This is an optimization exercise on Yosys and OpenROAD, whose aim is small area, a short achievable clock period and few clock cycles, not a production implementation.
No activity file was given, so power comes from the tool's default toggle rates.

oak:
==> flow/design.v <==
module MU0(in_data, rst_n, clk,
           out_data, out_address, memrq, rnw);
    input  [15:0] in_data;
    input         rst_n, clk;
    output [15:0] out_data;
    output [11:0] out_address;
    output        memrq, rnw;
    reg         ex;      
    reg         fe;      
    reg         rs;      
    reg         sel;     
    reg         ka;      
    reg         ub;      
    reg         sb;      
    reg  [15:0] ir;
    reg  [11:0] pc;
    reg  [15:0] acc;
    wire [3:0] op   = ir[15:12];
    wire       hop  = op[3] | (op[2:0] == 3'b111);
    wire       dop  = ~op[3] & ~op[2];
    wire       jop  = ~op[3] & op[2] & ~(op[1] & op[0]);
    assign out_address = sel ? ir[11:0] : pc;
    assign memrq       = fe | rs | (ex & ~hop);
    assign rnw         = ~(ex & (op == 4'b0001));
    assign out_data    = acc;
    wire [15:0] a_op  = (ka ? acc : 16'd0) ^ {16{sb}};
    wire [15:0] b_op  = ub ? in_data : 16'd0;
    wire [15:0] sum   = a_op + b_op;
    wire [15:0] acc_n = sum ^ {16{sb}};
    wire        pc_en = fe | (ex & jop);
    wire        nex   = fe | rs | (ex & jop);
    wire [3:0]  nop   = in_data[15:12];
    wire        neg   = acc[15] & ~rs;
    wire        nz    = (|acc) & ~rs;
    wire        ntake = (nop[1:0] == 2'b00) |
                        (nop[1:0] == 2'b01 & ~neg) |
                        (nop[1:0] == 2'b10 & nz);
    wire        sel_n = ~(ex & dop) & ~nop[3] & (~nop[2] | ntake);
    always @(posedge clk) begin
        ir  <= in_data;
        acc <= acc_n;
        if (~rst_n) begin
            ex  <= 1'b0;
            fe  <= 1'b0;
            rs  <= 1'b1;
            sel <= 1'b0;
            ka  <= 1'b0;
            ub  <= 1'b0;
            sb  <= 1'b0;
            pc  <= 12'd0;
        end else begin
            ex  <= nex;
            fe  <= ex & dop;
            rs  <= 1'b0;
            sel <= sel_n;
            ka  <= ~(nex & (nop == 4'b0000));
            ub  <= nex & ~nop[3] & ~nop[2] & (nop[1:0] != 2'b01);
            sb  <= nex & (nop == 4'b0011);
            if (pc_en)
                pc <= out_address + 12'd1;
        end
    end
endmodule
clock: 4.5 ns
lec_check: 0
abc_area: 1
cap_margin: 20
core_margin: 2
core_utilization: 40
setup_slack_margin: 2.2
slew_margin: 20
standard.sh (not shown) runs the stock make flow with config.mk's settings and CLKGATE_MAP_FILE= SYNTH_SCRIPT=/design/flow/synth_recipe.tcl, a recipe that flattens the netlist after the stock synthesis.
==> flow/flow/run.sh <==
#!/bin/bash
set -euo pipefail
bash standard.sh BUFFER_PORTS_ARGS="-buffer_cell sky130_fd_sc_hd__buf_1" finish > standard.log 2>&1
For pine, these inputs were changed with respect to oak:
-- flow/design.v --
<<< oak, line 10
    reg         rs;      
    reg         sel;     
    reg         ka;      
    reg         ub;      
>>> pine, line 10
    reg         rs;      
    reg         sel;     
    reg         pcs;     
    reg         ka;      
    reg         ub;      
<<< oak, line 20
    wire       dop  = ~op[3] & ~op[2];
    wire       jop  = ~op[3] & op[2] & ~(op[1] & op[0]);
    assign out_address = sel ? ir[11:0] : pc;
    assign memrq       = fe | rs | (ex & ~hop);
    assign rnw         = ~(ex & (op == 4'b0001));
    assign out_data    = acc;
    wire [15:0] a_op  = (ka ? acc : 16'd0) ^ {16{sb}};
    wire [15:0] b_op  = ub ? in_data : 16'd0;
    wire [15:0] sum   = a_op + b_op;
    wire [15:0] acc_n = sum ^ {16{sb}};
    wire        pc_en = fe | (ex & jop);
    wire        nex   = fe | rs | (ex & jop);
>>> pine, line 21
    wire       dop  = ~op[3] & ~op[2];
    wire       jop  = ~op[3] & op[2] & ~(op[1] & op[0]);
    assign out_address = {pcs ? pc[11:6] : ir[11:6], sel ? ir[5:0] : pc[5:0]};
    assign memrq       = fe | rs | (ex & ~hop);
    assign rnw         = ~(ex & (op == 4'b0001));
    assign out_data    = acc;
    wire [15:0] a_op  = ka ? acc : 16'd0;
    wire [15:0] b_op  = (ub ? in_data : 16'd0) ^ {16{sb}};
    wire [16:0] sum   = {a_op, 1'b1} + {b_op, sb};
    wire [15:0] acc_n = sum[16:1];
    wire        pc_en = fe | (ex & jop);
    wire        nex   = fe | rs | (ex & jop);
<<< oak, line 45
            rs  <= 1'b1;
            sel <= 1'b0;
            ka  <= 1'b0;
            ub  <= 1'b0;
>>> pine, line 46
            rs  <= 1'b1;
            sel <= 1'b0;
            pcs <= 1'b1;
            ka  <= 1'b0;
            ub  <= 1'b0;
<<< oak, line 54
            rs  <= 1'b0;
            sel <= sel_n;
            ka  <= ~(nex & (nop == 4'b0000));
            ub  <= nex & ~nop[3] & ~nop[2] & (nop[1:0] != 2'b01);
>>> pine, line 56
            rs  <= 1'b0;
            sel <= sel_n;
            pcs <= ~sel_n;
            ka  <= ~(nex & (nop == 4'b0000));
            ub  <= nex & ~nop[3] & ~nop[2] & (nop[1:0] != 2'b01);
- Looking at the reports, pine completed the entire flow and the layout it produced met the timing, design-rule and antenna checks.
- oak finished all stages; the layout is clean.
- The total of clock buffers placed in the layout of pine falls short of that of oak by 1.
- pine ended with less mean area per synthesized cell than oak.
- Layout cell share with drive strength beyond 1 | pine below oak
- Changes observed in pine relative to oak: die width now sits lower; internal power rose by 0.000034 W; wire length per cell after detailed routing saw a decrease; net count of the mapped netlist shows an increase of 11.
- Worst setup timing slack at the placement stage: lower on oak
- Re maximum frequency: oak and pine aren't equal, and the higher value belongs to oak.
- On multi-input logic portion of the cell area: pine sits below oak.
- pine ends up with higher number of nets in the layout than oak does.
- In the metrics for oak and pine, the one carrying the lower standby leakage power is oak.
- The higher power share of the combinational group came out of oak.
No run of this note included a check of the RTL's function; only the layout flow was run.


Setup of rev 12:
// MU0: RTL as listed in full above, without the edits since
Settings: LEC_CHECK=0, ABC_AREA=1, CAP_MARGIN=20, CORE_MARGIN=2, CORE_UTILIZATION=40, SETUP_SLACK_MARGIN=2.0, SLEW_MARGIN=20; clock period 4.5 ns.
Scripts as last shown in full above: flow/flow/run.sh
Inputs modified between rev 12 and rev 13:
==> flow/design.v <==
module MU0(in_data, rst_n, clk,
           out_data, out_address, memrq, rnw);
    input  [15:0] in_data;
    input         rst_n, clk;
    output [15:0] out_data;
    output [11:0] out_address;
    output        memrq, rnw;
    reg         ex;      
    reg         fe;      
    reg         rs;      
    reg         sel;     
    reg         pcs;     
    reg         ka;      
    reg         ub;      
    reg         sb;      
    reg  [15:0] ir;
    reg  [11:0] pc;
    reg  [15:0] acc;
    wire [3:0] op   = ir[15:12];
    wire       hop  = op[3] | (op[2:0] == 3'b111);
    wire       dop  = ~op[3] & ~op[2];
    wire       jop  = ~op[3] & op[2] & ~(op[1] & op[0]);
    assign out_address = {pcs ? pc[11:6] : ir[11:6], sel ? ir[5:0] : pc[5:0]};
    assign memrq       = fe | rs | (ex & ~hop);
    assign rnw         = ~(ex & (op == 4'b0001));
    assign out_data    = acc;
    wire [15:0] a_op  = ka ? acc : 16'd0;
    wire [15:0] b_op  = (ub ? in_data : 16'd0) ^ {16{sb}};
    wire [16:0] sum   = {a_op, 1'b1} + {b_op, sb};
    wire [15:0] acc_n = sum[16:1];
    wire        pc_en = fe | (ex & jop);
    wire        nex   = fe | rs | (ex & jop);
    wire [3:0]  nop   = in_data[15:12];
    wire        neg   = acc[15] & ~rs;
    wire        nz    = (|acc) & ~rs;
    wire        ntake = (nop[1:0] == 2'b00) |
                        (nop[1:0] == 2'b01 & ~neg) |
                        (nop[1:0] == 2'b10 & nz);
    wire        sel_n = ~(ex & dop) & ~nop[3] & (~nop[2] | ntake);
    always @(posedge clk) begin
        ir  <= in_data;
        acc <= acc_n;
        if (~rst_n) begin
            ex  <= 1'b0;
            fe  <= 1'b0;
            rs  <= 1'b1;
            sel <= 1'b0;
            pcs <= 1'b1;
            ka  <= 1'b0;
            ub  <= 1'b0;
            sb  <= 1'b0;
            pc  <= 12'd0;
        end else begin
            ex  <= nex;
            fe  <= ex & dop;
            rs  <= 1'b0;
            sel <= sel_n;
            pcs <= ~sel_n;
            ka  <= ~(nex & (nop == 4'b0000));
            ub  <= nex & ~nop[3] & ~nop[2] & (nop[1:0] != 2'b01);
            sb  <= nex & (nop == 4'b0011);
            if (pc_en)
                pc <= out_address + 12'd1;
        end
    end
endmodule
- Rev 13 reports a lower synthesized-area fraction occupied by ao, oa, aoi and oai cells than rev 12 does.
- Sort rev 12 and rev 13 by global-route usage, ascending, and rev 13 comes first.
- | filler-free cell count of the finished design | higher: rev 13 |
- Highest clock rate (lower): rev 12
- Power share of the clock group | rev 13 above rev 12
- Synthesized netlist cell count delta for rev 13 relative to rev 12: 2.6% higher
- On count of cells along the worst hold path, rev 12 tracks rev 13 almost exactly.
- As of rev 13, total power had risen by a few percent compared to rev 12.
- From rev 12 to rev 13 the numbers moved as follows: non-clock buffer count went down about 2%; design area now sits lower.
No run of this note included a check of the RTL's function; only the layout flow was run.

## static timing again, ports no longer ideal
The results above use ideal ports. As a check the final layouts listed here were re-extracted and re-timed, cells and wires unchanged.
Step 1 assumes that a clkbuf_16 drives the clock port and a buf_2 every other input.
Step 2, shift: input delay + t, output delay - t, t = (earliest + latest rising clock arrival at the registers) / 2. This alone moves slack from input paths to output paths.
Slacks: no drivers / after step 1 / after step 2; pairs: no drivers / after step 1.
run	t (ns)	setup slack, ns	worst slew at a driven data input, ns
oak	0.343	2.297 / 2.284 / 1.949	0.04
pine	0.328	2.283 / 2.287 / 1.966	0.04
rev 12	0.332	2.167 / 2.134 / 1.928	0.03
rev 13	0.330	2.196 / 2.165 / 1.881	0.05
After both steps every run listed still meets setup and hold. For oak, which loses most, drivers alone change the setup slack by -0.013 ns; drivers and shift together by -0.348 ns.
